What follows belongs to an exercise in optimizing a design on an open flow for small area and a short achievable clock period; a production flow would make more cautious choices.
At most, simulation tests tie the RTL to the original design; equivalence was not proved.
Function not checked in runs 1 and 2: the RTL went through the layout flow alone.
The clock port is modelled as an ideal driver; clocking choices that lean on that would not hold on a real chip.
No activity file was given, so power comes from the tool's default toggle rates.

<file path="flow/flow/run.sh">
#!/bin/bash
# The standard layout (standard.sh), with two changes:
#  - plain buffers (buf_2) instead of delay buffers on the ports;
#  - a hand-built two-level clock tree, made by flow/pre_cts.tcl before CTS.
# ORFS's own logs stay under orfs/logs; make's output goes to flow.log.
set -euo pipefail
here=$(pwd)
bash standard.sh "BUFFER_PORTS_ARGS=-buffer_cell sky130_fd_sc_hd__buf_2" \
  "PRE_CTS_TCL=$here/flow/pre_cts.tcl" finish > flow.log 2>&1
</file>
<file path="flow/flow/mtree.tcl">

# balanced k-means: points are {obj x y}; returns list of cluster index per point, and centers
proc bk_means {pts k iters} {
  set n [llength $pts]
  set sorted [lsort -real -index 1 $pts]
  set cx {}; set cy {}
  for {set c 0} {$c < $k} {incr c} {
    set s [lindex $sorted [expr {int(($c + 0.5) * $n / $k)}]]
    lappend cx [lindex $s 1]; lappend cy [lindex $s 2]
  }
  set cap [expr {int(ceil(1.05 * $n / $k))}]
  for {set iter 0} {$iter < $iters} {incr iter} {
    # all (point, cluster, distance) triples, greedily assigned shortest first under capacity
    set trip {}
    for {set i 0} {$i < $n} {incr i} {
      set p [lindex $pts $i]
      for {set c 0} {$c < $k} {incr c} {
        lappend trip [list $i $c [expr {abs([lindex $p 1]-[lindex $cx $c]) + abs([lindex $p 2]-[lindex $cy $c])}]]
      }
    }
    set asg [lrepeat $n -1]
    set cnt [lrepeat $k 0]
    foreach t [lsort -real -index 2 $trip] {
      lassign $t i c d
      if {[lindex $asg $i] >= 0 || [lindex $cnt $c] >= $cap} continue
      lset asg $i $c
      lset cnt $c [expr {[lindex $cnt $c] + 1}]
    }
    set sx [lrepeat $k 0.0]; set sy [lrepeat $k 0.0]
    for {set i 0} {$i < $n} {incr i} {
      set c [lindex $asg $i]; set p [lindex $pts $i]
      lset sx $c [expr {[lindex $sx $c] + [lindex $p 1]}]
      lset sy $c [expr {[lindex $sy $c] + [lindex $p 2]}]
    }
    for {set c 0} {$c < $k} {incr c} {
      if {[lindex $cnt $c] > 0} {
        lset cx $c [expr {[lindex $sx $c] / [lindex $cnt $c]}]
        lset cy $c [expr {[lindex $sy $c] / [lindex $cnt $c]}]
      }
    }
  }
  return [list $asg $cx $cy $cnt]
}

proc mt_buffer {block master name innet x y} {
  set net [odb::dbNet_create $block ${name}_net]
  $net setSigType CLOCK
  set b [odb::dbInst_create $block $master $name]
  [$b findITerm A] connect $innet
  [$b findITerm X] connect $net
  $b setLocation [expr {int($x) - [$master getWidth]/2}] [expr {int($y)}]
  $b setPlacementStatus PLACED
  $b setSourceType TIMING
  return $net
}

proc manual_clock_tree {nleaf nmid leafcell midcell} {
  set block [ord::get_db_block]
  set clknet [$block findNet Clk]
  set sinks {}
  foreach it [$clknet getITerms] {
    set inst [$it getInst]
    lassign [$inst getLocation] x y
    set m [$inst getMaster]
    lappend sinks [list $it [expr {$x + [$m getWidth]/2}] [expr {$y + [$m getHeight]/2}]]
  }
  lassign [bk_means $sinks $nleaf 30] asg cx cy cnt
  set leafm [[ord::get_db] findMaster $leafcell]
  set leafin [lrepeat $nleaf $clknet]
  if {$nmid > 0} {
    set midm [[ord::get_db] findMaster $midcell]
    set lpts {}
    for {set c 0} {$c < $nleaf} {incr c} { lappend lpts [list $c [lindex $cx $c] [lindex $cy $c]] }
    lassign [bk_means $lpts $nmid 30] masg mx my mcnt
    set midnets {}
    for {set m 0} {$m < $nmid} {incr m} {
      lappend midnets [mt_buffer $block $midm clkbuf_mid_$m $clknet [lindex $mx $m] [lindex $my $m]]
    }
    for {set c 0} {$c < $nleaf} {incr c} { lset leafin $c [lindex $midnets [lindex $masg $c]] }
    puts "manual clock tree: mids $mcnt"
  }
  set leafnets {}
  for {set c 0} {$c < $nleaf} {incr c} {
    lappend leafnets [mt_buffer $block $leafm clkbuf_leaf_$c [lindex $leafin $c] [lindex $cx $c] [lindex $cy $c]]
  }
  for {set i 0} {$i < [llength $sinks]} {incr i} {
    set it [lindex [lindex $sinks $i] 0]
    $it disconnect
    $it connect [lindex $leafnets [lindex $asg $i]]
  }
  $clknet setSigType CLOCK
  puts "manual clock tree: [llength $sinks] sinks, $nleaf leaves, counts $cnt"
}
</file>
<file path="flow/flow/pre_cts.tcl">
# Hook run by ORFS before CTS: build a shallow clock tree by hand (port -> 4 middle
# buffers -> 12 leaf buffers -> flip-flops). TritonCTS then finds the clock already
# buffered and leaves it alone.
source [file join [file dirname [info script]] mtree.tcl]
manual_clock_tree 12 4 sky130_fd_sc_hd__clkbuf_16 sky130_fd_sc_hd__clkbuf_16
</file>
<file path="flow/standard.sh">
#!/bin/bash
# synth_recipe.tcl (not shown) runs the flow's synth.tcl, then flattens the netlist and writes it again
# the make line also repeats each setting of config.mk as NAME=value (left out here)
make -C /OpenROAD-flow-scripts/flow DESIGN_CONFIG=/design/flow/config.mk WORK_HOME=/design/flow/orfs CLKGATE_MAP_FILE= SYNTH_SCRIPT=/design/flow/synth_recipe.tcl "${@:-finish}"
</file>
<file path="flow/config.mk">
export PLATFORM = sky130hd
export DESIGN_NAME = fifo29
export DESIGN_NICKNAME = fifo29
export VERILOG_FILES = /design/flow/design.v
export SDC_FILE = /design/flow/constraint.sdc
export NUM_CORES = 4
export LEC_CHECK = 0
export CAP_MARGIN = 20
export CORE_MARGIN = 2
export CORE_UTILIZATION = 55
export SETUP_SLACK_MARGIN = 1.5
export SLEW_MARGIN = 20
export SYNTH_HIERARCHICAL = 1
export SYNTH_MINIMUM_KEEP_SIZE = 0
export TNS_END_PERCENT = 10
</file>
<file path="flow/constraint.sdc">
create_clock -name core_clock -period 3.0 [get_ports {Clk}]
set_input_delay 0.6000 -clock core_clock [delete_from_list [all_inputs] [get_ports {Clk}]]
set_output_delay 0.6000 -clock core_clock [all_outputs]
set_load 0.01 [all_outputs]
</file>
<file path="flow/design.v">
module fifo29(
    input Clk,
    input [31:0] dataIn,
    input RD,
    input WR,
    input EN,
    input Rst,
    output reg [31:0] dataOut,
    output reg EMPTY,
    output reg FULL
);
reg [31:0] FIFO [7:0];
reg [7:0] rdPtr, wrPtr;
reg notEmpty, notFull;
wire act = EN && !Rst;
wire rdGo = act && RD && notEmpty;
wire wrGo = act && WR && notFull;
wire [7:0] rdPtrInc = {rdPtr[6:0], rdPtr[7]};
wire [7:0] wrPtrInc = {wrPtr[6:0], wrPtr[7]};
wire lastWord = |(rdPtrInc & wrPtr);
wire lastSlot = |(wrPtrInc & rdPtr);
wire hold = !EN;
wire clear = EN && Rst;
wire [7:0] rdStep = rdGo ? rdPtrInc : rdPtr;
wire [7:0] wrStep = wrGo ? wrPtrInc : wrPtr;
wire emptyStep = (rdGo && !wrGo) ? lastWord : (wrGo ? 1'b0 : !notEmpty);
wire fullStep = (wrGo && !rdGo) ? lastSlot : (rdGo ? 1'b0 : !notFull);
wire emptyNext = (act & emptyStep) | clear | (hold & !notEmpty);
wire fullNext = (act & fullStep) | (hold & !notFull);
always @(posedge Clk) begin
    rdPtr <= ({8{act}} & rdStep) | ({8{hold}} & rdPtr) | {7'd0, clear};
    wrPtr <= ({8{act}} & wrStep) | ({8{hold}} & wrPtr) | {7'd0, clear};
    notEmpty <= !emptyNext;
    notFull <= !fullNext;
    EMPTY <= emptyNext;
    FULL <= fullNext;
end
wire [7:0] wrSlot = {8{notFull}} & wrPtr;
wire [7:0] rdSlot = {8{notEmpty}} & rdPtr;
wire [31:0] wrEn [7:0];
wire [31:0] rdSel [7:0];
wire [31:0] rdHold;
genvar g, c;
generate
    for (c = 0; c < 2; c = c + 1) begin : gLane
        for (g = 0; g < 8; g = g + 1) begin : gWord
            fifo29_gate4 gw (.en(EN), .req(WR), .rst(Rst), .ok(wrSlot[g]), .y(wrEn[g][16*c]));
            fifo29_gate4 gr (.en(EN), .req(RD), .rst(Rst), .ok(rdSlot[g]), .y(rdSel[g][16*c]));
            assign wrEn[g][16*c+15:16*c+1] = {15{wrEn[g][16*c]}};
            assign rdSel[g][16*c+15:16*c+1] = {15{rdSel[g][16*c]}};
        end
        fifo29_nand4 gh (.en(EN), .req(RD), .rst(Rst), .ok(notEmpty), .y(rdHold[16*c]));
        assign rdHold[16*c+15:16*c+1] = {15{rdHold[16*c]}};
    end
endgenerate
integer i, b;
always @(posedge Clk) begin
    for (i = 0; i < 8; i = i + 1)
        for (b = 0; b < 32; b = b + 1)
            if (wrEn[i][b])
                FIFO[i][b] <= dataIn[b];
end
wire [31:0] rdData;
genvar k;
generate
    for (k = 0; k < 32; k = k + 1) begin : gBit
        wire n0, n1, n2;
        fifo29_aoi222 g0 (.a0(FIFO[0][k]), .s0(rdSel[0][k]), .a1(FIFO[1][k]), .s1(rdSel[1][k]), .a2(FIFO[2][k]), .s2(rdSel[2][k]), .y(n0));
        fifo29_aoi222 g1 (.a0(FIFO[3][k]), .s0(rdSel[3][k]), .a1(FIFO[4][k]), .s1(rdSel[4][k]), .a2(FIFO[5][k]), .s2(rdSel[5][k]), .y(n1));
        fifo29_aoi222 g2 (.a0(FIFO[6][k]), .s0(rdSel[6][k]), .a1(FIFO[7][k]), .s1(rdSel[7][k]), .a2(dataOut[k]), .s2(rdHold[k]), .y(n2));
        assign rdData[k] = ~(n0 & n1 & n2);
    end
endgenerate
always @(posedge Clk)
    dataOut <= rdData;
endmodule
module fifo29_aoi222(
    input a0, s0, a1, s1, a2, s2,
    output y
);
assign y = ~((a0 & s0) | (a1 & s1) | (a2 & s2));
endmodule
module fifo29_gate4(
    input en, req, rst, ok,
    output y
);
assign y = en & req & !rst & ok;
endmodule
module fifo29_nand4(
    input en, req, rst, ok,
    output y
);
assign y = !(en & req & !rst & ok);
endmodule
</file>
==> results.cfg, run 1 <==
[sta]
post-route-period-util = 0.584
clock_skew_ns = 0.0270
hold_viol = 0
slew_headroom = 0.711
rsz0062_at_grt = true
min_period_ns = 1.75
tightest_slew_ns = 0.433
setup_viol = 0
setup_slack_ns = 1.25
max_freq_mhz = 571
drv_slew = 0
fin_tns_setup_ns = 0

[final_layout]
regArea_um2 = 8730
multiInputGateArea_um2 = 1960
area_growth_pct = 19.5
nets = 734
final_common_cell = edfxtp_1
n_fill_cell = 1326
drive_above_1_share = 0.243
most-common-layout-cells = edfxtp_1 (256), a222oi_1 (96), buf_2 (66)

[grt]
antenna_found_initial = 1
grt_max_degree = 28
grt_usage = 0.249
grt_pass1_wl_um = 37900
grt_pass1_vias = 6174
grt_overflow = 0

[route]
drt-total-wl_um = 26400
drtPass1Iterations = 6
ant_nets = 0
routedWlPerCell_um = 27.5
vias = 6447
drcViolationCount = 0
via_per_inst = 6.71
drt-initial-drc-count = 1044

[power]
total_power_w = 0.00811
p_per_area_nw_per_um2 = 635
p_leak_nw = 4.40
max-vdd-ir-drop_v = 0.000516

[floorplanning]
core_area_um2 = 19300
dieArea_um2 = 20600
start_util = 0.555
ios = 71
die_x_um = 143
die_y_um = 143
placementRows = 51

[clock_tree]
insertion_delay_ns = 0.31
cts.hold.buffers_added = 0
clkTransAtPathRegs_ns = 0.10

[logic_synthesis]
synthSimpleGateAreaFrac = 0.0638
syn_inst = 546
ys_seq_area_frac = 0.816
synthAdderAreaFrac = 0
syn-num-nets = 583
synth-xor-area-share = 0
ys_types = 32
synth_area_um2 = 10700
ys.warnings.count = 9
synth-compound-area-share = 0.117
synth_mux_area_frac = 0
synth_top_family_by_area = compound AO/OA/AOI/OAI gates
ys_seq_elements = 308
synth_area_per_cell_um2 = 19.6

[place]
place_ws_ns = 0.610
place.gp.congestion = 0.761
hpwl_um = 14100
port_buffers = 70

[worst_setup_path]
worst_path_largest_cell_delay_ns = 0.60
cp-start-kind = flip-flop
path_class = reg -> reg
cp-end-kind = flip-flop
cpMaxStageDelayCell = dfxtp_1
crit_chain = and2_1, and4b_2, buf_4, buf_8
crit_arrival_ns = 1.78
path_max_fanout = 13
cp_data_required_time_ns = 3.03

[run_status]
status = timing/DRC/antenna clean

[min_path]
hold_path_class = reg -> reg

[flow_run]
maxCapViolCount = 0
final cells by class, without the clock buffers:
type,instances,share of cell area
diodes,1,0.000196
inverters,4,0.00117
multi-input cells,230,0.153
flip-flops and latches,308,0.683
well taps,265,0.0259
repair buffers,137,0.105
per-module statistics from Yosys, one instance, submodules excluded:
| module | cells inside | copies in the design | flops+latches |
|---|---|---|---|
| fifo29 | 416 | 1 | 308 |
| fifo29_aoi222 | 1 | 96 | 0 |
| fifo29_gate4 | 1 | 32 | 0 |
| fifo29_nand4 | 1 | 2 | 0 |
stage by stage:
stage,hold WS (ns),area (µm²),utilization,cells
4_1_cts,0.458,12600,0.655,950
6_report,0.478,12800,0.663,961
5_1_grt,0.493,12800,0.663,960
2_1_floorplan,0.445,10700,-,546
3_5_place_dp,0.459,11600,0.604,911
3_3_place_gp,0.450,11600,0.604,911
critical path, delay by kind of cell, from the launching register on:
kind	cells	cell delay, ns
buffers and inverters	2	0.26
and+or+nand+nor	2	0.59
DFF	1	0.60
cell families (layout without fill, tap and decap cells):
logic type      count (synthesis)  in the layout
other cells                     0              1
flops                         308            308
buf+inv                         8            157
simple gates                   97             97
compound gates                133            133
Yosys cell counts:
cell type,instances,area share
a221o_1,1,0.00094
nand4b_1,2,0.0016
o21a_1,1,0.00070
a2bb2oi_1,1,0.00082
nand2_1,2,0.00070
o21ai_1,1,0.00047
and2_1,17,0.0099
inv_1,4,0.0014
nand4_1,1,0.00059
and4b_1,32,0.030
o32ai_1,1,0.00082
o22ai_1,4,0.0023
nand3b_1,1,0.00070
a221oi_1,1,0.00082
nand3_1,32,0.015
and3_1,1,0.00059
and4_4,1,0.0011
nand2b_1,1,0.00059
edfxtp_1,256,0.72
a21oi_1,2,0.00094
o211a_1,1,0.00094
a222oi_1,96,0.090
a22oi_1,12,0.0084
clkbuf_1,1,0.00035
a21o_2,1,0.00082
nand2_2,1,0.00059
buf_2,3,0.0014
o32a_1,1,0.00094
nor2_1,5,0.0018
a22o_1,10,0.0082
and3_2,1,0.00070
dfxtp_1,52,0.097
routing by layer:
layer  global-route usage  vias to the layer above  part of all wire
met1                0.367                     3294              0.41
li1                     -                     2784                 -
met3               0.0307                       42             0.089
met2                0.406                      327              0.48
met5                    0                        -                 0
met4               0.0490                        0             0.020
final timing paths:
check / startpoint / endpoint / slack (ns) / cells after the start
max: notFull$_DFF_P_ / FIFO[2][1]$_DFFE_PP_ / 1.25 / 4
min: FIFO[5][22]$_DFFE_PP_ / dataOut[22]$_DFF_P_ / 0.48 / 2
min reg2reg: FIFO[5][22]$_DFFE_PP_ / dataOut[22]$_DFF_P_ / 0.48 / 2
max reg2reg: notFull$_DFF_P_ / FIFO[2][1]$_DFFE_PP_ / 1.25 / 4
report_power, final:
part           switching (W)  internal, W  total [W]
Combinational       0.000470     0.000477   0.000947
Sequential          0.000169      0.00489    0.00506
Clock                0.00114     0.000964    0.00211
sequential cells by signal, summed over array words and instances (netlist names):
register / cells
wrPtr: 8
FULL: 1
rdPtr: 8
dataOut: 32
EMPTY: 1
notFull: 1
FIFO: 256
notEmpty: 1
timing repair:
action	CTS	global route
setup buffers	11	10
resized for setup	58	22
gates cloned	12	0
pin swaps	19	25
setup endpoints to repair	308	277
==> run 2: changes to the inputs <==
--- a/flow/design.v
+++ b/flow/design.v
@@ -13,4 +13,5 @@
 reg [7:0] rdPtr, wrPtr;
 reg notEmpty, notFull;
+reg [7:0] rdOk, wrOk;
 wire act = EN && !Rst;
 wire rdGo = act && RD && notEmpty;
@@ -28,7 +29,11 @@
 wire emptyNext = (act & emptyStep) | clear | (hold & !notEmpty);
 wire fullNext = (act & fullStep) | (hold & !notFull);
+wire [7:0] rdPtrNext = ({8{act}} & rdStep) | ({8{hold}} & rdPtr) | {7'd0, clear};
+wire [7:0] wrPtrNext = ({8{act}} & wrStep) | ({8{hold}} & wrPtr) | {7'd0, clear};
 always @(posedge Clk) begin
-    rdPtr <= ({8{act}} & rdStep) | ({8{hold}} & rdPtr) | {7'd0, clear};
-    wrPtr <= ({8{act}} & wrStep) | ({8{hold}} & wrPtr) | {7'd0, clear};
+    rdPtr <= rdPtrNext;
+    rdOk <= rdPtrNext & {8{!emptyNext}};
+    wrPtr <= wrPtrNext;
+    wrOk <= wrPtrNext & {8{!fullNext}};
     notEmpty <= !emptyNext;
     notFull <= !fullNext;
@@ -36,6 +41,6 @@
     FULL <= fullNext;
 end
-wire [7:0] wrSlot = {8{notFull}} & wrPtr;
-wire [7:0] rdSlot = {8{notEmpty}} & rdPtr;
+wire [7:0] wrSlot = wrOk;
+wire [7:0] rdSlot = rdOk;
 wire [31:0] wrEn [7:0];
 wire [31:0] rdSel [7:0];
--- a/flow/config.mk
+++ b/flow/config.mk
@@ -13,3 +13,3 @@
 export SYNTH_HIERARCHICAL = 1
 export SYNTH_MINIMUM_KEEP_SIZE = 0
-export TNS_END_PERCENT = 10
+export TNS_END_PERCENT = 0
==> results.cfg, run 2 <==
[run_status]
status = timing/DRC/antenna clean

[logic_synthesis]
synth_area_um2 = 11100
yosys_most_used_dff = edfxtp_1
synth_area_per_cell_um2 = 19.3
syn_inst = 578
netlist.area_leader.share = 0.690
ys_seq_elements = 324
synth_edf_count = 256
ys_async_sr_fraction = 0
syn-num-nets = 615
synth_top_cells_by_area = edfxtp_1 (69%), dfxtp_1 (12%), a222oi_1 (8.6%)
synth_top_area_cell = edfxtp_1
synth.most_common_cell = edfxtp_1
ys_types = 35
ys.warnings.count = 9
ys_seq_area_frac = 0.812
synth_common_cells = edfxtp_1 (256), a222oi_1 (96), dfxtp_1 (68), nand3_1 (33), and4b_1 (32)

[floorplanning]
ios = 71
die_y_um = 146
dieArea_um2 = 21400
start_util = 0.556
die_x_um = 146
placementRows = 52
core_area_um2 = 20000

[sta]
tightest_slew_ns = 0.475
fin_tns_setup_ns = 0
hold_viol = 0
min_period_ns = 1.62
setup_viol = 0
post-route-period-util = 0.539
max_freq_mhz = 618
slew_headroom = 0.683
clock_skew_ns = 0.0154
drv_slew = 0
rsz0062_at_grt = true
holdWs_ns = 0.477

[worst_setup_path]
cp-end-kind = flip-flop
crit_arrival_ns = 1.81
worst_path_largest_cell_delay_ns = 0.42
cp_data_required_time_ns = 3.19
cp-start-kind = input port
path_buf_inv = 3
crit_top_cell = buf_12
path_max_fanout = 8
path_class = in -> reg
critical_path.top_delay_family = buffers and inverters
cpMaxStageDelayCell = a222oi_1
crit_chain = buf_16, buf_12, and4b_4, buf_12, a222oi_1, nand3_1

[grt]
grt_pass1_vias = 6566
grt_max_degree = 55
grt_usage = 0.238
antenna_found_initial = 2
grt_overflow = 0
grt_pass1_wl_um = 39000

[final_layout]
final_common_cell = edfxtp_1
nets = 741
largest_reg_flops = 256
multiInputGateArea_um2 = 2060
area_growth_pct = 14.9
n_fill_cell = 1470
reg_top3 = FIFO: 256 flops, dataOut: 32 flops
most-common-layout-cells = edfxtp_1 (256), a222oi_1 (96), dfxtp_1 (66), buf_2 (66), nand3_1 (33)
regArea_um2 = 9050
largest_register = FIFO
fin_cells = 973
drive_above_1_share = 0.217

[route]
ant_nets = 0
drtPass1Iterations = 6
met3WireLength_um = 2440
drt-initial-drc-count = 893
drcViolationCount = 0
maxUsedRoutingLayer = met5
met1Wirelength_um = 10500
via_per_inst = 6.65
vias = 6469
drt-total-wl_um = 25800
routedWlPerCell_um = 26.5
wl_met2_um = 12200

[place]
hpwl_um = 14000
place.gp.congestion = 0.804
port_buffers = 70
dp.cells = 944

[power]
p_leak_nw = 4.33
max-vdd-ir-drop_v = 0.000395
p_per_area_nw_per_um2 = 665

[clock_tree]
insertion_delay_ns = 0.31
cts.hold.buffers_added = 0
clkTransAtPathRegs_ns = 0.10

[flow_run]
maxCapViolCount = 0

[min_path]
hold_path_class = reg -> reg
## run 2: logic make-up (layout without fill, tap and decap cells)
group,Yosys count,after routing,share of synthesized area
AOI/OAI and AO/OA,141,141,0.116
buffers and inverters,12,136,0.00494
DFF,324,324,0.812
other,0,1,0
and+or+nand+nor,101,101,0.0664
## run 2: repair_timing
action,4_1_cts,5_1_grt
setup endpoints to repair,324,113
endpoints found under the hold margin,0,0
pin swaps,8,3
setup buffers,6,0
cloned,6,0
gates resized for setup,41,5
## run 2: tightest hold or removal path, delay by kind of cell (launching register included)
kind,cells,cell delay [ns]
flip-flops,1,0.34
AO/OA/AOI/OAI,1,0.06
AND/OR/NAND/NOR,1,0.06
## run 2: metrics by stage
step | area (µm²) | setup WS (ns) | total power [W] | util
after global routing | 12800 | 1.33 | 0.00883 | 0.639
after floorplan | 11100 | 1.36 | 0.00596 | -
after CTS | 12800 | 1.08 | 0.00817 | 0.638
after detailed placement | 12100 | 0.475 | 0.00641 | 0.601
final | 12800 | 1.38 | 0.00851 | 0.639
after global placement | 12100 | 0.595 | 0.00638 | 0.601
## run 2: power breakdown
group / switching [W] / total, W / internal (W)
Sequential: 0.000195 / 0.00535 / 0.00516
Clock: 0.00119 / 0.00216 / 0.000966
Combinational: 0.000517 / 0.00101 / 0.000489
Total: 0.00190 / 0.00851 / 0.00661
## run 2: worst paths after layout
check,end,cells past startpoint,slack (ns),startpoint
max,dataOut[13]$_DFF_P_,6,1.38,EN
min,dataOut[17]$_DFF_P_,2,0.48,FIFO[4][17]$_DFFE_PP_
max reg2reg,dataOut[6]$_DFF_P_,5,1.50,notEmpty$_DFF_P_
min reg2reg,dataOut[17]$_DFF_P_,2,0.48,FIFO[4][17]$_DFFE_PP_
## run 2: area by class of cell, without the clock buffers
| type | instances | area share |
|---|---|---|
| Multi-Input combinational cell | 242 | 0.161 |
| Sequential cell | 324 | 0.707 |
| Timing Repair Buffer | 115 | 0.0726 |
| Tap cell | 270 | 0.0264 |
| Inverter | 5 | 0.00147 |
| Antenna cell | 1 | 0.000195 |
## run 2: Yosys stat by module, one instance, submodules excluded
module	cell area, µm²	cells inside
fifo29_aoi222	10.0	1
fifo29_nand4	8.76	1
fifo29_gate4	10.0	1
fifo29	9840	448
## run 2: metal layers
layer,global-route usage,vias up
met5,0,-
met4,0.0583,2
met3,0.0341,42
met2,0.384,326
met1,0.349,3265
li1,-,2834
==> run 3: changes to the inputs <==
--- a/flow/design.v
+++ b/flow/design.v
@@ -13,5 +13,5 @@
 reg [7:0] rdPtr, wrPtr;
 reg notEmpty, notFull;
-reg [7:0] rdOk, wrOk;
+reg [7:0] rdOk;
 wire act = EN && !Rst;
 wire rdGo = act && RD && notEmpty;
@@ -30,10 +30,8 @@
 wire fullNext = (act & fullStep) | (hold & !notFull);
 wire [7:0] rdPtrNext = ({8{act}} & rdStep) | ({8{hold}} & rdPtr) | {7'd0, clear};
-wire [7:0] wrPtrNext = ({8{act}} & wrStep) | ({8{hold}} & wrPtr) | {7'd0, clear};
 always @(posedge Clk) begin
     rdPtr <= rdPtrNext;
     rdOk <= rdPtrNext & {8{!emptyNext}};
-    wrPtr <= wrPtrNext;
-    wrOk <= wrPtrNext & {8{!fullNext}};
+    wrPtr <= ({8{act}} & wrStep) | ({8{hold}} & wrPtr) | {7'd0, clear};
     notEmpty <= !emptyNext;
     notFull <= !fullNext;
@@ -41,5 +39,5 @@
     FULL <= fullNext;
 end
-wire [7:0] wrSlot = wrOk;
+wire [7:0] wrSlot = {8{notFull}} & wrPtr;
 wire [7:0] rdSlot = rdOk;
 wire [31:0] wrEn [7:0];
==> flow/flow/run.sh (replaced) <==
#!/bin/bash
# The standard layout (standard.sh), with these changes:
#  - plain buffers (buf_2) instead of delay buffers on the ports;
#  - a hand-built two-level clock tree, made by flow/pre_cts.tcl before CTS;
#  - any extra ORFS make variables listed one per line in flow/extra_args.txt.
# ORFS's own logs stay under orfs/logs; make's output goes to flow.log.
set -euo pipefail
here=$(pwd)
args=("BUFFER_PORTS_ARGS=-buffer_cell sky130_fd_sc_hd__buf_2" "PRE_CTS_TCL=$here/flow/pre_cts.tcl")
if [[ -f flow/extra_args.txt ]]; then
  while IFS= read -r line; do
    [[ -n "$line" ]] && args+=("$line")
  done < flow/extra_args.txt
fi
bash standard.sh "${args[@]}" finish > flow.log 2>&1
==> flow/flow/extra_args.txt (new file) <==
RECOVER_POWER=100
==> results.cfg, run 3 <==
[run_status]
status = timing/DRC/antenna clean

[logic_synthesis]
syn_inst = 562
synth_area_um2 = 11000
ys_types = 31
yosys_most_used_dff = edfxtp_1
ys_async_sr_fraction = 0
ys.warnings.count = 9
synth_area_per_cell_um2 = 19.6
ys_seq_area_frac = 0.809
netlist.area_leader.share = 0.700
synth.most_common_cell = edfxtp_1
syn-num-nets = 599
synth_common_cells = edfxtp_1 (256), a222oi_1 (96), dfxtp_1 (60), nand3_1 (33), and4b_1 (32)
synth_edf_count = 256
ys_seq_elements = 316
synth_top_cells_by_area = edfxtp_1 (70%), dfxtp_1 (11%), a222oi_1 (8.7%)
synth_top_area_cell = edfxtp_1

[grt]
grt_usage = 0.234
grt_pass1_vias = 6281
grt_max_degree = 53
antenna_found_initial = 1
grt_pass1_wl_um = 38000
grt_overflow = 0

[sta]
fin_tns_setup_ns = 0
drv_slew = 0
min_period_ns = 1.92
hold_viol = 0
tightest_slew_ns = 1.14
holdWs_ns = 0.461
rsz0062_at_grt = true
slew_headroom = 0.238
setup_viol = 0
max_freq_mhz = 520
post-route-period-util = 0.641
clock_skew_ns = 0.0386

[final_layout]
most-common-layout-cells = edfxtp_1 (256), a222oi_1 (96), clkbuf_1 (69)
nets = 709
n_fill_cell = 1472
largest_reg_flops = 256
drive_above_1_share = 0.109
n_antenna_cell = 0
final_common_cell = edfxtp_1
regArea_um2 = 8890
area_growth_pct = 11.6
fin_cells = 935
largest_register = FIFO
multiInputGateArea_um2 = 2160
reg_top3 = FIFO: 256 flops, dataOut: 32 flops

[floorplanning]
die_y_um = 145
start_util = 0.563
placementRows = 51
dieArea_um2 = 21100
ios = 71
core_area_um2 = 19500
die_x_um = 145

[route]
drt-total-wl_um = 25600
drcViolationCount = 0
vias = 6289
routedWlPerCell_um = 27.4
via_per_inst = 6.73
ant_nets = 0
drt-initial-drc-count = 955
drtPass1Iterations = 7

[place]
port_buffers = 70
dp.cells = 911
hpwl_um = 13700
place.gp.congestion = 0.829

[worst_setup_path]
critical_path.top_delay_family = buffers and inverters
r2r_setup_slack_ns = 1.24
reg2regPathDepth = 4
cpMaxStageDelayCell = clkbuf_1
crit_chain = buf_16, nand4b_1, clkbuf_1, a222oi_1, nand3_1
path_buf_inv = 2
crit_arrival_ns = 2.17
worst_path_largest_cell_delay_ns = 0.85
crit_start = Rst
path_class = in -> reg
crit_end = dataOut[22]$_DFF_P_
path_depth = 5
cp_data_required_time_ns = 3.25
path_max_fanout = 54
reg2reg_to = dataOut[11]$_DFF_P_
cp-start-kind = input port
r2r_start = notEmpty$_DFF_P_
cp-end-kind = flip-flop

[min_path]
hold_path_class = reg -> reg
hold_start = FIFO[4][26]$_DFFE_PP_

[clock_tree]
clkTransAtPathRegs_ns = 0.10
cts.hold.buffers_added = 0
insertion_delay_ns = 0.32

[power]
p_per_area_nw_per_um2 = 668
max-vdd-ir-drop_v = 0.000701
p_leak_nw = 3.87
internal-power_w = 0.00635
share_comb_of_total_power = 0.103
seq_power_share = 0.635
swShare = 0.226
p_switching_w = 0.00185
power.clock.fraction = 0.262

[flow_run]
maxCapViolCount = 0
==> run 3: cell types whose count changed in the layout (fill, tap and decap cells not counted), moves of 8 or more <==
cell and change:
and4b_1 -11, and4b_4 +14, buf_2 -66, buf_4 -12, clkbuf_1 +69, dfxtp_1 -8
nor2b_1 -9
==> run 3: routing by layer <==
layer  global-route usage  share of wire  vias up
met4               0.0402          0.018        0
met1                0.352           0.42     3181
met3               0.0301          0.093       29
li1                     -              -     2764
met5                    0              0        -
met2                0.378           0.47      315
==> run 3: worst reg2reg max path: cells and delay by family, from the launching register on <==
family | cells | cell delay, ns
AND/OR/NAND/NOR | 2 | 0.24
flip-flops | 1 | 0.43
buffers and inverters | 1 | 0.46
AO/OA/AOI/OAI | 1 | 0.51
==> run 3: repair_timing <==
action | 4_1_cts | 5_1_grt
endpoints found under the setup margin | 316 | 270
pin swaps | 3 | 2
setup buffers | 0 | 3
resized for setup | 48 | 3
gates cloned | 3 | 2
==> run 3: how the worst min path moves through the flow <==
stage	depth (start not counted)	slack, ns	endpoint
final	2	0.46	dataOut[26]$_DFF_P_
after global routing	2	0.48	dataOut[26]$_DFF_P_
after CTS	2	0.46	dataOut[9]$_DFF_P_
after detailed placement	2	0.46	dataOut[9]$_DFF_P_
after global placement	2	0.45	dataOut[9]$_DFF_P_
after floorplan	2	0.44	dataOut[0]$_DFF_P_
==> run 3: metrics by stage <==
| stage | cell area, µm² | power (W) | utilization | worst slack (ns) |
|---|---|---|---|---|
| 2_1_floorplan | 11000 | 0.00575 | - | 1.36 |
| 3_3_place_gp | 11800 | 0.00614 | 0.603 | 0.515 |
| 3_5_place_dp | 11800 | 0.00618 | 0.603 | 0.478 |
| 4_1_cts | 12300 | 0.00790 | 0.631 | 1.21 |
| 5_1_grt | 12300 | 0.00851 | 0.628 | 1.03 |
| 6_report | 12300 | 0.00820 | 0.628 | 1.08 |
==> run 3: logic make-up (layout without fill, tap and decap cells) <==
group,after synthesis,in the layout,share of synthesized area
compound gates,144,144,0.125
buf+inv,9,112,0.00478
flops,316,316,0.809
simple gates,93,98,0.0609
==> run 3: Yosys stat by module, one instance, submodules excluded <==
module / area, µm² / flops+latches / cells / copies in the design
fifo29_nand4: 8.76 / 0 / 1 / 2
fifo29_gate4: 10.0 / 0 / 1 / 32
fifo29: 9690 / 316 / 432 / 1
fifo29_aoi222: 10.0 / 0 / 1 / 96
==> run 3: power by group through the flow <==
stage	registers (W)	clock network, W	logic, W
global route	0.00523	0.00234	0.000931
finish	0.00520	0.00215	0.000848
global placement	0.00528	0	0.000867
floorplan	0.00535	0	0.000404
detailed placement	0.00529	0	0.000893
CTS	0.00529	0.00169	0.000918
==> run 3: final cells by class, without the clock buffers <==
class	count	share of cell area
multi-input cells	242	0.176
inverters	4	0.00122
well taps	265	0.0270
flip-flops and latches	316	0.725
repair buffers	92	0.0384
==> run 4: changes to the inputs <==
--- a/flow/config.mk
+++ b/flow/config.mk
@@ -8,5 +8,5 @@
 export CAP_MARGIN = 20
 export CORE_MARGIN = 2
-export CORE_UTILIZATION = 55
+export CORE_UTILIZATION = 65
 export SETUP_SLACK_MARGIN = 1.5
 export SLEW_MARGIN = 20
removed: flow/flow/extra_args.txt
==> results.cfg, run 4 <==
[logic_synthesis]
synth_common_cells = edfxtp_1 (256), a222oi_1 (96), dfxtp_1 (60), nand3_1 (33), and4b_1 (32)
syn_inst = 562
ys_async_sr_fraction = 0
syn-num-nets = 599
ys.warnings.count = 9
synth_top_area_cell = edfxtp_1
ys_types = 31
synth_edf_count = 256
synth_area_um2 = 11000
ys_seq_area_frac = 0.809
synth_area_per_cell_um2 = 19.6
synth.most_common_cell = edfxtp_1
yosys_most_used_dff = edfxtp_1
synth_top_cells_by_area = edfxtp_1 (70%), dfxtp_1 (11%), a222oi_1 (8.7%)
ys_seq_elements = 316
netlist.area_leader.share = 0.700

[worst_setup_path]
path_buf_inv = 2
crit_arrival_ns = 1.72
cp-end-kind = flip-flop
path_max_fanout = 23
critical_path.top_delay_family = buffers and inverters
worst_path_largest_cell_delay_ns = 0.35
cp_data_required_time_ns = 3.17
cp-start-kind = input port
r2r_setup_slack_ns = 1.49
path_class = in -> reg
crit_chain = buf_8, nand4b_1, buf_6, a222oi_1, nand3_1
cpMaxStageDelayCell = a222oi_1

[floorplanning]
core_area_um2 = 16600
placementRows = 47
ios = 71
die_x_um = 134
dieArea_um2 = 18000
die_y_um = 134
start_util = 0.663

[place]
place_ws_ns = 0.576
port_buffers = 70
place.gp.congestion = 0.788
hpwl_um = 13600
dpl-instance-area_um2 = 11700

[final_layout]
area_growth_pct = 13.1
final_area_um2 = 12400
regArea_um2 = 8890
largest_register = FIFO
reg_top3 = FIFO: 256 flops, dataOut: 32 flops
final_common_cell = edfxtp_1
multiInputGateArea_um2 = 2140
nets = 716
largest_reg_flops = 256
n_fill_cell = 1024
drive_above_1_share = 0.232
most-common-layout-cells = edfxtp_1 (256), a222oi_1 (96), buf_2 (67)

[sta]
slew_headroom = 0.690
min_period_ns = 1.55
fin_tns_setup_ns = 0
setup_slack_ns = 1.45
tightest_slew_ns = 0.465
max_freq_mhz = 645
post-route-period-util = 0.517
setup_viol = 0
drv_slew = 0
rsz0062_at_grt = true
clock_skew_ns = 0.0398
hold_viol = 0

[power]
power.clock.fraction = 0.257
p_per_area_nw_per_um2 = 664
share_comb_of_total_power = 0.113
p_switching_w = 0.00183
seq_power_share = 0.630
max-vdd-ir-drop_v = 0.000636
swShare = 0.221
internal-power_w = 0.00643
p_leak_nw = 4.15

[clock_tree]
clkTransAtPathRegs_ns = 0.09
cts.hold.buffers_added = 0
insertion_delay_ns = 0.33

[min_path]
hold_path_class = reg -> reg

[route]
ant_nets = 0
drt-initial-drc-count = 986
routedWlPerCell_um = 27.8
vias = 6508
drtPass1Iterations = 10
drcViolationCount = 0
via_per_inst = 7.25
drt-total-wl_um = 25000

[grt]
grt_pass1_wl_um = 37300
grt_pass1_vias = 6421
grt_max_degree = 29
grt_overflow = 0
grt_usage = 0.275
antenna_found_initial = 1

[run_status]
status = timing/DRC/antenna clean

[flow_run]
maxCapViolCount = 0
==> run 4: cell counts after synthesis <==
Identical to the previous run, type by type.
==> run 4: stage by stage <==
step | std cells | hold WS (ns) | utilization | power [W]
final | 898 | 0.472 | 0.750 | 0.00825
after CTS | 892 | 0.460 | 0.747 | 0.00791
after floorplan | 562 | 0.445 | - | 0.00575
after detailed placement | 866 | 0.460 | 0.707 | 0.00618
after global routing | 898 | 0.480 | 0.750 | 0.00852
after global placement | 866 | 0.452 | 0.707 | 0.00613
==> run 4: final timing paths <==
path / endpoint / from / cells after the start
hold / removal: dataOut[8]$_DFF_P_ / FIFO[7][8]$_DFFE_PP_ / 2
setup reg to reg: dataOut[14]$_DFF_P_ / notEmpty$_DFF_P_ / 4
setup / recovery: dataOut[14]$_DFF_P_ / RD / 5
hold reg to reg: dataOut[8]$_DFF_P_ / FIFO[7][8]$_DFFE_PP_ / 2
==> run 4: power by group through the flow <==
stage               sequential (W)  clock [W]  combinational, W
detailed placement         0.00528          0          0.000895
CTS                        0.00529    0.00169          0.000936
floorplan                  0.00535          0          0.000404
finish                     0.00520    0.00212          0.000933
global route               0.00522    0.00229           0.00101
global placement           0.00527          0          0.000857
==> run 4: per-layer routing <==
metal  track usage  part of all wire
met1         0.411              0.40
met4        0.0667             0.021
met3        0.0287             0.097
met2         0.450              0.48
met5             0                 0
==> run 4: layout make-up, without the clock buffers <==
type                            count  share of cell area
Sequential cell                   316               0.715
Multi-Input combinational cell    239               0.172
Timing Repair Buffer              102              0.0567
Inverter                            4             0.00121
Antenna cell                        1            0.000201
Tap cell                          220              0.0221
==> run 4: worst reg2reg max path, stage by stage (launching register included) <==
cell      delay [ns]
dfxtp_4         0.41
nand4b_1        0.22
buf_6           0.23
a222oi_1        0.35
nand3_1         0.14
==> run 4: Yosys stat by module, one instance, submodules excluded <==
module,flip-flops and latches,cells inside,times used,cell area [µm²]
fifo29_gate4,0,1,32,10.0
fifo29_aoi222,0,1,96,10.0
fifo29,316,432,1,9690
fifo29_nand4,0,1,2,8.76
==> run 4: timing repair <==
item                       in CTS  in global routing
gates cloned                    5                  0
pin swaps                       6                  6
setup endpoints to repair     316                286
setup buffers                   5                  5
gates resized for setup        52                  9
==> run 4: cells by family after synthesis <==
logic type      Yosys count  share of synthesized area
flops                   316                      0.809
compound gates          144                      0.125
simple gates             93                     0.0609
buf+inv                   9                    0.00478
==> run 5: changes to the inputs <==
--- a/flow/config.mk
+++ b/flow/config.mk
@@ -8,6 +8,6 @@
 export CAP_MARGIN = 20
 export CORE_MARGIN = 2
-export CORE_UTILIZATION = 65
-export SETUP_SLACK_MARGIN = 1.5
+export CORE_UTILIZATION = 50
+export SETUP_SLACK_MARGIN = 1.6
 export SLEW_MARGIN = 20
 export SYNTH_HIERARCHICAL = 1
==> results.cfg, run 5 <==
[worst_setup_path]
path_buf_inv = 1
cp-start-kind = flip-flop
critical_path.top_delay_family = flip-flops
crit_chain = buf_2
crit_arrival_ns = 0.89
cp_data_required_time_ns = 2.40
path_class = reg -> out
cp-end-kind = output pin
cpMaxStageDelayCell = dfxtp_1
path_max_fanout = 2
worst_path_largest_cell_delay_ns = 0.40

[sta]
clock_skew_ns = 0.0480
fin_tns_setup_ns = 0
hold_viol = 0
rsz0062_at_grt = true
min_period_ns = 1.49
setup_viol = 0
post-route-period-util = 0.495
max_freq_mhz = 673
holdWs_ns = 0.459
drv_slew = 0
slew_headroom = 0.660
tightest_slew_ns = 0.510

[place]
place.gp.congestion = 0.777
hpwl_um = 13900
port_buffers = 70

[final_layout]
fin_util = 0.578
nets = 707
reg_top3 = FIFO: 256 flops, dataOut: 32 flops
n_fill_cell = 1618
largest_register = FIFO
regArea_um2 = 8890
largest_reg_flops = 256
multiInputGateArea_um2 = 2190
most-common-layout-cells = edfxtp_1 (256), a222oi_1 (96), buf_2 (67)
area_growth_pct = 14.0
drive_above_1_share = 0.220
final_common_cell = edfxtp_1

[route]
drt-total-wl_um = 25600
routedWlPerCell_um = 27.0
ant_nets = 0
drcViolationCount = 0
drt-initial-drc-count = 991
via_per_inst = 6.58
drtPass1Iterations = 9
vias = 6242

[logic_synthesis]
ys_seq_elements = 316
synth_area_per_cell_um2 = 19.6
synthSimpleGateAreaFrac = 0.0609
netlist.area_leader.share = 0.700
synth_top_family_by_area = compound AO/OA/AOI/OAI gates
synth_mux_area_frac = 0
synthAdderAreaFrac = 0
synth-xor-area-share = 0
synth_common_cells = edfxtp_1 (256), a222oi_1 (96), dfxtp_1 (60), nand3_1 (33), and4b_1 (32)
synth_top_area_cell = edfxtp_1
ys.warnings.count = 9
ys_types = 31
syn_inst = 562
synth-compound-area-share = 0.125
ys_seq_area_frac = 0.809
synth_area_um2 = 11000
synth_edf_count = 256
synth.most_common_cell = edfxtp_1
ys_async_sr_fraction = 0
synth_top_cells_by_area = edfxtp_1 (70%), dfxtp_1 (11%), a222oi_1 (8.7%)
yosys_most_used_dff = edfxtp_1
syn-num-nets = 599

[grt]
grt_pass1_vias = 6338
grt_pass1_wl_um = 38400
grt_usage = 0.213
grt_overflow = 0
antenna_found_initial = 4
grt_max_degree = 35

[floorplanning]
core_area_um2 = 21700
die_y_um = 152
start_util = 0.507
die_x_um = 152
dieArea_um2 = 23200
placementRows = 54
ios = 71

[flow_run]
maxCapViolCount = 0

[clock_tree]
insertion_delay_ns = 0.33
clkTransAtPathRegs_ns = 0.10
cts.hold.buffers_added = 0

[min_path]
hold_path_class = reg -> reg

[power]
max-vdd-ir-drop_v = 0.000494
p_leak_nw = 4.11
p_per_area_nw_per_um2 = 661

[run_status]
status = timing/DRC/antenna clean
==> run 5: cell counts after synthesis <==
No cell type changed its count.
==> run 5: worst paths after layout <==
| path | start | endpoint | slack, ns | cells after the start |
|---|---|---|---|---|
| hold reg to reg | FIFO[7][21]$_DFFE_PP_ | dataOut[21]$_DFF_P_ | 0.46 | 2 |
| setup / recovery | dataOut[3]$_DFF_P_ | dataOut[3] | 1.51 | 1 |
| setup reg to reg | rdPtr[5]$_DFF_P_ | rdOk[4]$_DFF_P_ | 1.56 | 4 |
| hold / removal | FIFO[7][21]$_DFFE_PP_ | dataOut[21]$_DFF_P_ | 0.46 | 2 |
==> run 5: logic make-up (layout without fill, tap and decap cells) <==
kind of cell | Yosys count | in the layout
other | 0 | 1
AOI/OAI and AO/OA | 144 | 144
DFF | 316 | 316
and+or+nand+nor | 93 | 98
buffers and inverters | 9 | 110
==> run 5: layout make-up, without the clock buffers <==
cell class                 instances  area share
inverter                           4     0.00120
antenna                            1    0.000200
multi-input combinational        242       0.175
sequential                       316       0.710
timing repair buffer              90      0.0535
tap                              280      0.0280
==> run 5: Yosys stat by module, one instance, submodules excluded <==
module | cells | flops+latches | copies in the design | area (µm²)
fifo29 | 432 | 316 | 1 | 9690
fifo29_aoi222 | 1 | 0 | 96 | 10.0
fifo29_gate4 | 1 | 0 | 32 | 10.0
fifo29_nand4 | 1 | 0 | 2 | 8.76
==> run 5: repair_timing <==
action | in CTS | in global routing
pin swaps | 5 | 1
gates cloned | 5 | 0
resized for setup | 80 | 5
endpoints found under the setup margin | 316 | 328
buffers inserted | 0 | 0
endpoints found under the hold margin | 0 | 0
==> run 5: per-stage QoR <==
| stage | cells | power (W) | worst slack [ns] | instance area [µm²] |
|---|---|---|---|---|
| global placement | 927 | 0.00616 | 0.736 | 11800 |
| global route | 948 | 0.00858 | 1.46 | 12500 |
| floorplan | 562 | 0.00575 | 1.36 | 11000 |
| finish | 949 | 0.00828 | 1.51 | 12500 |
| CTS | 948 | 0.00793 | 1.23 | 12500 |
| detailed placement | 927 | 0.00619 | 0.620 | 11800 |
==> run 5: per-layer routing <==
| layer | track usage | share of wire |
|---|---|---|
| met1 | 0.284 | 0.40 |
| met2 | 0.378 | 0.50 |
| met3 | 0.0256 | 0.075 |
| met4 | 0.0463 | 0.020 |
| met5 | 0 | 0.00051 |
==> run 5: power breakdown <==
group / internal, W / switching [W] / leakage [nW]
sequential: 0.00501 / 0.000207 / 2.80
clock: 0.000965 / 0.00118 / 0.197
combinational: 0.000443 / 0.000473 / 1.11
==> run 6: changes to the inputs <==
==> flow/flow/extra_args.txt (new file) <==
BUFFER_PORTS_ARGS=-buffer_cell sky130_fd_sc_hd__buf_1
--- a/flow/config.mk
+++ b/flow/config.mk
@@ -8,5 +8,5 @@
 export CAP_MARGIN = 20
 export CORE_MARGIN = 2
-export CORE_UTILIZATION = 50
+export CORE_UTILIZATION = 55
 export SETUP_SLACK_MARGIN = 1.6
 export SLEW_MARGIN = 20
==> results.cfg, run 6 <==
[run_status]
status = timing/DRC/antenna clean

[worst_setup_path]
crit_chain = buf_8, buf_16, nand4b_1, buf_6, a222oi_1, nand3_1
path_class = in -> reg
cp-end-kind = flip-flop
worst_path_largest_cell_delay_ns = 0.40
path_buf_inv = 3
reg2reg_to = FIFO[4][25]$_DFFE_PP_
path_max_fanout = 8
r2r_setup_slack_ns = 1.35
reg2regPathDepth = 2
cp_data_required_time_ns = 3.19
crit_arrival_ns = 1.94
cpMaxStageDelayCell = a222oi_1
r2r_start = notFull$_DFF_P_
cp-start-kind = input port
critical_path.top_delay_family = buffers and inverters

[route]
met1Wirelength_um = 9970
met3WireLength_um = 1970
vias = 6170
drt-initial-drc-count = 838
routedWlPerCell_um = 25.4
drcViolationCount = 0
via_per_inst = 6.55
wl_met2_um = 11600
ant_nets = 0
drtPass1Iterations = 8
drt-total-wl_um = 23900
maxUsedRoutingLayer = met4

[min_path]
hold_start = FIFO[4][4]$_DFFE_PP_
hold_path_class = reg -> reg
holdPathEnd = dataOut[4]$_DFF_P_
hold-path-cell-count = 2

[logic_synthesis]
synth_edf_count = 256
yosys_most_used_dff = edfxtp_1
ys.warnings.count = 9
synth_area_um2 = 11000
synthSimpleGateAreaFrac = 0.0609
ys_seq_area_frac = 0.809
synthAdderAreaFrac = 0
ys_types = 31
synth-xor-area-share = 0
ys_seq_elements = 316
ys_async_sr_fraction = 0
synth_top_family_by_area = compound AO/OA/AOI/OAI gates
synth_top_area_cell = edfxtp_1
netlist.area_leader.share = 0.700
synth_area_per_cell_um2 = 19.6
synth_top_cells_by_area = edfxtp_1 (70%), dfxtp_1 (11%), a222oi_1 (8.7%)
synth_common_cells = edfxtp_1 (256), a222oi_1 (96), dfxtp_1 (60), nand3_1 (33), and4b_1 (32)
synth-compound-area-share = 0.125
synth.most_common_cell = edfxtp_1
syn-num-nets = 599
syn_inst = 562
synth_mux_area_frac = 0

[place]
port_buffers = 70
place_ws_ns = 0.635
hpwl_um = 13700
dp.cells = 920
place.gp.congestion = 0.819

[flow_run]
maxCapViolCount = 0

[sta]
rsz0062_at_grt = true
clock_skew_ns = 0.0397
drv_slew = 0
fin_tns_setup_ns = 0
holdWs_ns = 0.465
setup_viol = 0
post-route-period-util = 0.581
min_period_ns = 1.74
hold_viol = 0
slew_headroom = 0.618
tightest_slew_ns = 0.574
max_freq_mhz = 573
setup_slack_ns = 1.26

[final_layout]
drive_above_1_share = 0.120
fin_cells = 942
area_growth_pct = 12.0
n_antenna_cell = 0
nets = 716
final_common_cell = edfxtp_1
regArea_um2 = 8890
most-common-layout-cells = edfxtp_1 (256), a222oi_1 (96), buf_1 (66)
largest_reg_flops = 256
n_fill_cell = 1445
largest_register = FIFO
multiInputGateArea_um2 = 2070
reg_top3 = FIFO: 256 flops, dataOut: 32 flops

[clock_tree]
insertion_delay_ns = 0.32
cts.hold.buffers_added = 0
clkTransAtPathRegs_ns = 0.10

[grt]
antenna_found_initial = 0
grt_max_degree = 29
grt_pass1_wl_um = 36000
grt_usage = 0.220
grt_pass1_vias = 5932
grt_overflow = 0

[floorplanning]
die_y_um = 145
die_x_um = 145
core_area_um2 = 19500
ios = 71
start_util = 0.563
dieArea_um2 = 21100
placementRows = 51

[power]
p_per_area_nw_per_um2 = 663
total_power_w = 0.00815
max-vdd-ir-drop_v = 0.000481
p_leak_nw = 3.96
run 6: cell families (layout without fill, tap and decap cells):
| kind of cell | Yosys count | in the layout |
|---|---|---|
| flops | 316 | 316 |
| compound gates | 144 | 144 |
| simple gates | 93 | 93 |
| buf+inv | 9 | 124 |
run 6: report_power, final:
part | internal [W] | leakage (nW) | switching, W | total, W
registers | 0.00501 | 2.80 | 0.000176 | 0.00519
clock network | 0.000964 | 0.197 | 0.00115 | 0.00211
logic | 0.000377 | 0.959 | 0.000473 | 0.000850
total | 0.00635 | 3.96 | 0.00180 | 0.00815
run 6: worst reg2reg max path: stages (launching register included):
cell,delay (ns)
dfxtp_1,0.47
and2_1,0.20
and4b_2,0.62
run 6: worst max-delay path by stage:
stage	from	to	slack [ns]	cells after the start
2_1_floorplan	Rst	dataOut[0]$_DFF_P_	1.36	3
6_report	Rst	dataOut[26]$_DFF_P_	1.26	6
4_1_cts	Rst	dataOut[26]$_DFF_P_	0.96	6
3_5_place_dp	EN	FIFO[7][30]$_DFFE_PP_	0.64	2
3_3_place_gp	EN	FIFO[6][30]$_DFFE_PP_	0.68	2
5_1_grt	Rst	dataOut[2]$_DFF_P_	1.27	7
run 6: per-stage QoR:
| step | util | cell area [µm²] |
|---|---|---|
| after floorplan | - | 11000 |
| after global placement | 0.602 | 11800 |
| after detailed placement | 0.602 | 11800 |
| after CTS | 0.629 | 12300 |
| after global routing | 0.630 | 12300 |
| final | 0.630 | 12300 |
run 6: timing repair:
| action | in CTS | in global routing |
|---|---|---|
| pin swaps | 5 | 6 |
| setup buffers | 4 | 0 |
| cloned | 2 | 0 |
| setup endpoints to repair | 316 | 348 |
| resized for setup | 27 | 11 |
run 6: modules after synthesis, one instance, submodules excluded:
module | area, µm² | copies in the design
fifo29 | 9690 | 1
fifo29_nand4 | 8.76 | 2
fifo29_gate4 | 10.0 | 32
fifo29_aoi222 | 10.0 | 96
run 6: layout make-up, without the clock buffers:
| type | count | share of cell area |
|---|---|---|
| repair buffers | 104 | 0.0490 |
| flip-flops and latches | 316 | 0.722 |
| well taps | 265 | 0.0269 |
| multi-input cells | 237 | 0.168 |
| inverters | 4 | 0.00122 |
run 6: metal layers:
metal,track usage,vias up
li1,-,2762
met1,0.324,3089
met2,0.371,289
met3,0.0207,30
met4,0.0368,0
met5,0,-
==> run 7: changes to the inputs <==
--- a/flow/config.mk
+++ b/flow/config.mk
@@ -9,5 +9,5 @@
 export CORE_MARGIN = 2
 export CORE_UTILIZATION = 55
-export SETUP_SLACK_MARGIN = 1.6
+export SETUP_SLACK_MARGIN = 1.7
 export SLEW_MARGIN = 20
 export SYNTH_HIERARCHICAL = 1
removed: flow/flow/extra_args.txt
==> results.cfg, run 7 <==
[final_layout]
most-common-layout-cells = edfxtp_1 (256), a222oi_1 (96), buf_2 (67)
final_common_cell = edfxtp_1
reg_top3 = FIFO: 256 flops, dataOut: 32 flops
final_area_um2 = 12400
largest_register = FIFO
nets = 710
area_growth_pct = 12.9
largest_reg_flops = 256
drive_above_1_share = 0.219

[sta]
min_period_ns = 1.48
slew_headroom = 0.684
rsz0062_at_grt = true
holdWs_ns = 0.461
hold_viol = 0
tightest_slew_ns = 0.474
max_freq_mhz = 675
drv_slew = 0
clock_skew_ns = 0.0357
setup_viol = 0
post-route-period-util = 0.494
setup_slack_ns = 1.52
fin_tns_setup_ns = 0

[place]
dpl-instance-area_um2 = 11800
port_buffers = 70
hpwl_um = 13700
place_ws_ns = 0.478
place.gp.congestion = 0.829

[logic_synthesis]
ys_seq_area_frac = 0.809
ys_types = 31
netlist.area_leader.share = 0.700
ys.warnings.count = 9
syn-num-nets = 599
synth.most_common_cell = edfxtp_1
ys_async_sr_fraction = 0
synth_area_um2 = 11000
syn_inst = 562
synth_common_cells = edfxtp_1 (256), a222oi_1 (96), dfxtp_1 (60), nand3_1 (33), and4b_1 (32)
synth_edf_count = 256
synth_top_cells_by_area = edfxtp_1 (70%), dfxtp_1 (11%), a222oi_1 (8.7%)
synth_top_area_cell = edfxtp_1
ys_seq_elements = 316
synth_area_per_cell_um2 = 19.6
yosys_most_used_dff = edfxtp_1

[grt]
grt_pass1_wl_um = 38000
grt_usage = 0.234
antenna_found_initial = 2
grt_max_degree = 53
grt_overflow = 0
grt_pass1_vias = 6281

[clock_tree]
insertion_delay_ns = 0.32
clkTransAtPathRegs_ns = 0.10

[floorplanning]
ios = 71
placementRows = 51
core_area_um2 = 19500
start_util = 0.563
die_y_um = 145
dieArea_um2 = 21100
die_x_um = 145

[worst_setup_path]
cpMaxStageDelayCell = nor3_4
r2r_start = wrPtr[2]$_DFF_P_
crit_arrival_ns = 1.68
path_buf_inv = 2
crit_chain = buf_12, buf_6, nand2b_1, nor3_4, nand4_4, and2_1
cp-end-kind = flip-flop
cp_data_required_time_ns = 3.19
worst_path_largest_cell_delay_ns = 0.22
critical_path.top_delay_family = simple AND/OR/NAND/NOR gates
path_class = in -> reg
path_max_fanout = 37
cp-start-kind = input port
crit_start = EN

[route]
vias = 6313
ant_nets = 0
drt-initial-drc-count = 906
drtPass1Iterations = 9
routedWlPerCell_um = 27.6
via_per_inst = 6.74
drt-total-wl_um = 25800
drcViolationCount = 0

[power]
total_power_w = 0.00826
max-vdd-ir-drop_v = 0.000705
p_per_area_nw_per_um2 = 665
p_leak_nw = 4.10

[run_status]
status = timing/DRC/antenna clean

[min_path]
hold_path_class = reg -> reg
hold_start = FIFO[4][26]$_DFFE_PP_

[flow_run]
maxCapViolCount = 0
-- run 7: cell counts after synthesis --
Identical to the previous run, type by type.
-- run 7: what timing repair did --
| item | in CTS | in global routing |
|---|---|---|
| endpoints found under the setup margin | 316 | 346 |
| setup buffers | 0 | 3 |
| gates cloned | 3 | 3 |
| endpoints found under the hold margin | 0 | 0 |
| pin swaps | 3 | 2 |
| hold buffers | 0 | 0 |
| gates resized for setup | 48 | 3 |
-- run 7: final cells by class, without the clock buffers --
type | count | area [µm²]
Fill cell | 1441 | 7120
Antenna cell | 1 | 2.50
Inverter | 4 | 15.0
Sequential cell | 316 | 8890
Multi-Input combinational cell | 242 | 2180
Timing Repair Buffer | 93 | 592
Tap cell | 265 | 332
-- run 7: report_power, final --
part,internal [W],switching [W]
Sequential,0.00501,0.000182
Clock,0.000965,0.00118
Combinational,0.000440,0.000480
Total,0.00642,0.00184
-- run 7: per-layer routing --
metal | routed length [µm] | track usage
met1 | 10900 | 0.352
met2 | 12300 | 0.378
met3 | 2210 | 0.0301
met4 | 439 | 0.0402
met5 | 0 | 0
-- run 7: stage by stage --
stage / util / instances
2_1_floorplan: - / 562
3_3_place_gp: 0.603 / 911
3_5_place_dp: 0.603 / 911
4_1_cts: 0.631 / 930
5_1_grt: 0.636 / 937
6_report: 0.636 / 937
-- run 7: path summary, 6_finish.rpt --
path	end	slack, ns	cells past startpoint
setup / recovery	EMPTY$_DFF_P_	1.52	6
hold / removal	dataOut[26]$_DFF_P_	0.46	2
setup reg to reg	FIFO[2][2]$_DFFE_PP_	1.54	3
hold reg to reg	dataOut[26]$_DFF_P_	0.46	2
-- run 7: modules after synthesis, one instance, submodules excluded --
module | flops+latches | cell area, µm² | copies in the design
fifo29_gate4 | 0 | 10.0 | 32
fifo29 | 316 | 9690 | 1
fifo29_nand4 | 0 | 8.76 | 2
fifo29_aoi222 | 0 | 10.0 | 96
-- run 7: tightest hold or removal path: stages, from the launching register on --
cell and delay, ns:
edfxtp_1 0.33, a222oi_1 0.06, nand3_1 0.06
-- run 7: cell families after synthesis --
group / Yosys count / synth area share
AND/OR/NAND/NOR: 93 / 0.0609
AO/OA/AOI/OAI: 144 / 0.125
flip-flops: 316 / 0.809
buffers and inverters: 9 / 0.00478
==> run 8: changes to the inputs <==
--- a/flow/config.mk
+++ b/flow/config.mk
@@ -8,6 +8,6 @@
 export CAP_MARGIN = 20
 export CORE_MARGIN = 2
-export CORE_UTILIZATION = 55
-export SETUP_SLACK_MARGIN = 1.7
+export CORE_UTILIZATION = 60
+export SETUP_SLACK_MARGIN = 1.6
 export SLEW_MARGIN = 20
 export SYNTH_HIERARCHICAL = 1
==> results.cfg, run 8 <==
[sta]
rsz0062_at_grt = true
tightest_slew_ns = 0.460
clock_skew_ns = 0.0267
min_period_ns = 1.51
drv_slew = 0
holdWs_ns = 0.477
hold_viol = 0
max_freq_mhz = 660
fin_tns_setup_ns = 0
slew_headroom = 0.693
setup_viol = 0
post-route-period-util = 0.505

[floorplanning]
ios = 71
start_util = 0.612
core_area_um2 = 18000
dieArea_um2 = 19400
die_y_um = 139
die_x_um = 139
placementRows = 49

[final_layout]
most-common-layout-cells = edfxtp_1 (256), a222oi_1 (96), buf_2 (67)
largest_register = FIFO
n_fill_cell = 1166
nets = 720
final_area_um2 = 12600
final_common_cell = edfxtp_1
area_growth_pct = 14.7
drive_above_1_share = 0.229
largest_reg_flops = 256
reg_top3 = FIFO: 256 flops, dataOut: 32 flops
fin_util = 0.701

[power]
internal-power_w = 0.00644
power.clock.fraction = 0.258
p_per_area_nw_per_um2 = 656
swShare = 0.222
share_comb_of_total_power = 0.113
p_switching_w = 0.00184
seq_power_share = 0.629
p_leak_nw = 4.21
max-vdd-ir-drop_v = 0.000644

[grt]
grtUsageMet3 = 0.0396
grt_overflow = 0
grt_pass1_wl_um = 39100
grt.met1_usage = 0.394
grt_usage = 0.263
grt_busiest_layer = met2
antenna_found_initial = 2
grt.met2_usage = 0.414
grt_pass1_vias = 6547
grt_max_degree = 31

[place]
dpl-instance-area_um2 = 11700
port_buffers = 70
place.gp.congestion = 0.838
hpwl_um = 13800

[worst_setup_path]
path_max_fanout = 14
cpMaxStageDelayCell = a222oi_1
crit_start = Rst
cp_data_required_time_ns = 3.19
critical_path.top_delay_family = buffers and inverters
path_buf_inv = 2
cp-start-kind = input port
worst_path_largest_cell_delay_ns = 0.30
cp-end-kind = flip-flop
crit_chain = bufbuf_16, and4b_4, buf_4, a222oi_1, nand3_1
r2r_start = notEmpty$_DFF_P_
path_class = in -> reg
r2r_setup_slack_ns = 1.55
crit_arrival_ns = 1.70

[logic_synthesis]
synth_edf_count = 256
ys.warnings.count = 9
syn_inst = 562
synth_area_um2 = 11000
synth_common_cells = edfxtp_1 (256), a222oi_1 (96), dfxtp_1 (60), nand3_1 (33), and4b_1 (32)
ys_seq_elements = 316
synth_top_cells_by_area = edfxtp_1 (70%), dfxtp_1 (11%), a222oi_1 (8.7%)
synth_top_area_cell = edfxtp_1
ys_types = 31
synth.most_common_cell = edfxtp_1
synth_area_per_cell_um2 = 19.6
ys_seq_area_frac = 0.809
yosys_most_used_dff = edfxtp_1
ys_async_sr_fraction = 0
netlist.area_leader.share = 0.700
syn-num-nets = 599

[route]
via_per_inst = 7.05
ant_nets = 0
drcViolationCount = 0
drt-initial-drc-count = 1105
drt-total-wl_um = 25800
vias = 6427
routedWlPerCell_um = 28.3
drtPass1Iterations = 8

[min_path]
hold_start = FIFO[4][10]$_DFFE_PP_
hold_path_class = reg -> reg

[clock_tree]
insertion_delay_ns = 0.31
clkTransAtPathRegs_ns = 0.10

[flow_run]
maxCapViolCount = 0

[run_status]
status = timing/DRC/antenna clean
run 8: cell counts after synthesis:
No cell type changed its count.
run 8: cell families (layout without fill, tap and decap cells):
| family | after synthesis | count (layout) | share of synthesized area |
|---|---|---|---|
| buffers and inverters | 9 | 123 | 0.00478 |
| AOI/OAI and AO/OA | 144 | 144 | 0.125 |
| and+or+nand+nor | 93 | 98 | 0.0609 |
| DFF | 316 | 316 | 0.809 |
| other | 0 | 2 | 0 |
run 8: through the flow:
stage	cells	setup WS, ns	total power (W)
floorplan	562	1.36	0.00575
global placement	876	0.768	0.00614
detailed placement	876	0.645	0.00618
CTS	908	1.19	0.00793
global route	911	1.45	0.00856
finish	912	1.49	0.00827
run 8: final timing paths:
check / to / cells after the start
hold / removal: dataOut[10]$_DFF_P_ / 2
hold reg to reg: dataOut[10]$_DFF_P_ / 2
setup / recovery: dataOut[7]$_DFF_P_ / 5
setup reg to reg: dataOut[22]$_DFF_P_ / 5
run 8: timing repair:
item / in CTS / in global routing
hold buffers: 0 / 0
endpoints found under the setup margin: 316 / 334
setup buffers: 7 / 2
resized for setup: 72 / 6
gates cloned: 9 / 0
pin swaps: 13 / 4
run 8: metal layers:
metal | routed length (µm) | part of all wire
met5 | 11 | 0.00043
met4 | 618 | 0.024
met3 | 2520 | 0.098
met2 | 12000 | 0.46
met1 | 10700 | 0.41
run 8: cell type report, without the clock buffers:
class	count	area, µm²	share of cell area
Sequential cell	316	8890	0.706
Multi-Input combinational cell	242	2170	0.172
Timing Repair Buffer	103	830	0.0658
Tap cell	229	287	0.0227
Inverter	4	15.0	0.00119
Antenna cell	2	5.00	0.000397
run 8: power groups by stage:
stage	clock, W	sequential [W]	combinational [W]
5_1_grt	0.00231	0.00523	0.00102
3_5_place_dp	0	0.00529	0.000891
6_report	0.00213	0.00520	0.000938
4_1_cts	0.00169	0.00530	0.000938
3_3_place_gp	0	0.00528	0.000856
2_1_floorplan	0	0.00535	0.000404
run 8: modules after synthesis, one instance, submodules excluded:
module / flops+latches / copies in the design / cells inside / area, µm²
fifo29_nand4: 0 / 2 / 1 / 8.76
fifo29_gate4: 0 / 32 / 1 / 10.0
fifo29_aoi222: 0 / 96 / 1 / 10.0
fifo29: 316 / 1 / 432 / 9690
run 8: worst reg2reg max path: stages, from the launching register on:
cell      delay [ns]
dfxtp_4         0.42
nand4b_1        0.14
buf_4           0.19
buf_8           0.14
a222oi_1        0.32
nand3_1         0.12

-- separate check: timing with driven ports --
The flow's constraints put no driver on any port. The routed layouts listed below were extracted and timed again, unchanged, in two steps.
Step 1 (the two cells are an assumption about what drives the block):
set clk [get_ports {Clk}]
set_driving_cell -lib_cell sky130_fd_sc_hd__clkbuf_16 $clk
set_driving_cell -lib_cell sky130_fd_sc_hd__buf_2 [delete_from_list [all_inputs] $clk]
Step 2 also shifts input and output timing later by t, the mid clock arrival at the registers, as if the neighbouring blocks saw the same clock.
a / b / c = no drivers / after step 1 / after step 2; a / b = the first two.
run	t, ns	slack for setup (ns)	worst setup path after step 2	clock arrival spread, ns	worst register clock-pin slew, ns
run 1	0.399	1.249 / 1.249 / 0.984	input to register	0.027 / 0.027	0.10 / 0.10
run 2	0.410	1.383 / 1.413 / 1.003	input to register	0.018 / 0.018	0.10 / 0.10
run 3	0.399	1.076 / 1.087 / 0.687	input to register	0.039 / 0.039	0.10 / 0.10
run 4	0.397	1.449 / 1.377 / 0.980	input to register	0.040 / 0.040	0.11 / 0.11
run 5	0.402	1.514 / 1.420 / 1.153	input to register	0.049 / 0.048	0.11 / 0.11
run 6	0.397	1.256 / 1.310 / 0.913	input to register	0.046 / 0.046	0.10 / 0.10
run 7	0.400	1.518 / 1.459 / 1.145	input to register	0.036 / 0.036	0.10 / 0.10
run 8	0.398	1.486 / 1.350 / 0.952	input to register	0.029 / 0.029	0.11 / 0.11
After both steps setup and hold are still met in every run listed. For run 8, which loses most, drivers alone change the setup slack by -0.136 ns; drivers and shift together by -0.534 ns.
